From an optimization exercise on the open Yosys and OpenROAD flow, aimed at small area, a short achievable clock period and few clock cycles per item; shortcuts taken in it are not production practice.
The RTL was checked by simulation tests, not by an equivalence proof against the original design.

==> trial 3: inputs <==
// aes_8_bit
module aes_8_bit (rst, clk, key_in, d_in, d_out, d_vld);
    input rst, clk;
    input [7:0] key_in;
    input [7:0] d_in;
    output reg [7:0] d_out;
    output reg d_vld;
    reg [6:0] cnt;
    always @(posedge clk) begin
        if (rst) cnt <= 7'd0;
        else if (cnt != 7'd127) cnt <= cnt + 7'd1;
    end
    localparam CW = 43;
    localparam [CW-1:0] CW0 = 43'b1001000010000100001000000000000000000000001;
    wire [CW-1:0] nx;
  ...
==> flow/config.mk <==
export PLATFORM = sky130hd
export DESIGN_NAME = aes_8_bit
export DESIGN_NICKNAME = aes_8_bit
export VERILOG_FILES = /design/flow/design.v
export SDC_FILE = /design/flow/constraint.sdc
export NUM_CORES = 4
export LEC_CHECK = 0
export CAP_MARGIN = 20
export CORE_MARGIN = 2
export CORE_UTILIZATION = 55
export SETUP_SLACK_MARGIN = 4.3
export SLEW_MARGIN = 20
==> flow/constraint.sdc <==
create_clock -name core_clock -period 7.0 [get_ports {clk}]
set_input_delay 1.4000 -clock core_clock [delete_from_list [all_inputs] [get_ports {clk}]]
set_output_delay 1.4000 -clock core_clock [all_outputs]
set_load 0.01 [all_outputs]
run.sh (not shown) runs the stock make flow with config.mk's settings and CLKGATE_MAP_FILE= SYNTH_SCRIPT=/design/flow/synth_recipe.tcl, a recipe that flattens the netlist after the stock synthesis.
==> build 98 (differences from trial 3) <==
--- a/flow/config.mk
+++ b/flow/config.mk
@@ -9,4 +9,4 @@
 export CORE_MARGIN = 2
-export CORE_UTILIZATION = 55
-export SETUP_SLACK_MARGIN = 4.3
+export CORE_UTILIZATION = 40
+export SETUP_SLACK_MARGIN = 4.0
 export SLEW_MARGIN = 20
==> comparison table <==
quantity                                                                                   build 98                   trial 3
Outcome                                                                              finished clean            finished clean
Initial Util                                                                                 0.4059                    0.5554
Post-Layout Inst Area                                                                    24,450 µm²                25,460 µm²
Stage delay of the slowest cell on the critical path                                        0.44 ns                   0.38 ns
Max Freq                                                                                  342.6 MHz                 361.2 MHz
Number of non-clock buffers                                                                      63                       121
Final Critical Period                                                                      2.919 ns                  2.768 ns
WL/cell                                                                                    21.02 µm                  22.44 µm
Global-route wire length before repair                                                    86,210 µm                 87,860 µm
Number of core rows                                                                              84                        72
GRT Resource Usage Total                                                                     0.2016                    0.2839
Final net count                                                                               2,010                     2,068
Number of search-and-repair iterations in the first detailed-routing pass                         6                         5
Met1 layer usage reported by global route                                                    0.2671                    0.3946
Critical path's slowest cell                                               sky130_fd_sc_hd__xnor3_1  sky130_fd_sc_hd__dfxtp_4
GRT met3 Usage                                                                              0.03553                   0.04049
Testbench counts of trial 3, summed over its fixed seeds: cycles 47,616, blocks 512.
Testbench counts of build 98, summed over its fixed seeds: cycles 47,616, blocks 512.

---

==> job 4643: inputs <==
Another version of the RTL of aes_8_bit (not shown whole).
Settings: LEC_CHECK=0, ABC_CLOCK_PERIOD_IN_PS=2500, CAP_MARGIN=20, CORE_MARGIN=2, CORE_UTILIZATION=40, SETUP_SLACK_MARGIN=4.5, SLEW_MARGIN=20; clock period 7.0 ns.
==> job 2840: changes against job 4643 <==
ABC_CLOCK_PERIOD_IN_PS = default   (was 2500)
SETUP_SLACK_MARGIN = 4.0   (was 4.5)
==> comparison <==
- First-iteration DRC count is about the same in job 2840 and job 4643.
- In job 2840 the worst hold slack is worse than in job 4643, by 10 ps.
- Against job 4643, the via count of job 2840 is smaller by 7.2%.
- Between job 2840 and job 4643, the lower cell area is in job 2840 (gap about 15%, measured against job 4643).
- Flip-flop and latch count is the same in job 2840 and job 4643.
- Between job 2840 and job 4643, the lower wire length is in job 2840 (gap 9.2%, measured against job 4643).
- Count of clock-buffer cells in the layout: job 2840 is lower than job 4643 (1).
Testbench counts of job 4643, summed over its fixed seeds: cycles 47,616, blocks 512.
Testbench counts of job 2840, summed over its fixed seeds: cycles 47,616, blocks 512.

[re-timing with driven ports]
No port has a modelled driver above. Below, the same layouts with a new extraction and two added sets of constraints. Step 1 (the two cells are an assumption about what drives the block):
set clk [get_ports {clk}]
set_driving_cell -lib_cell sky130_fd_sc_hd__clkbuf_16 $clk
set_driving_cell -lib_cell sky130_fd_sc_hd__buf_2 [delete_from_list [all_inputs] $clk]
Step 2 moves the port delays by t, midway between the first and last clock arrival at a register: inputs arrive t later, outputs are due t later. That takes back most of the time a late clock gives input paths. Three values: ideal, step 1, step 2; two values: the first two.
| run | t, ns | setup slack, ns | clock arrival spread, ns | worst register clock-pin slew, ns |
|---|---|---|---|---|
| trial 3 | 0.617 | 4.232 / 4.232 / 3.921 | 0.028 / 0.027 | 0.07 / 0.07 |
| build 98 | 0.623 | 4.081 / 4.081 / 3.820 | 0.025 / 0.024 | 0.07 / 0.07 |
| job 4643 | 0.641 | 4.214 / 4.214 / 4.141 | 0.035 / 0.035 | 0.07 / 0.07 |
| job 2840 | 0.637 | 4.009 / 4.009 / 4.009 | 0.032 / 0.032 | 0.07 / 0.07 |
After both steps every run listed still meets setup and hold. For trial 3, which loses most, drivers alone change the setup slack by 0.000 ns; drivers and shift together by -0.311 ns.
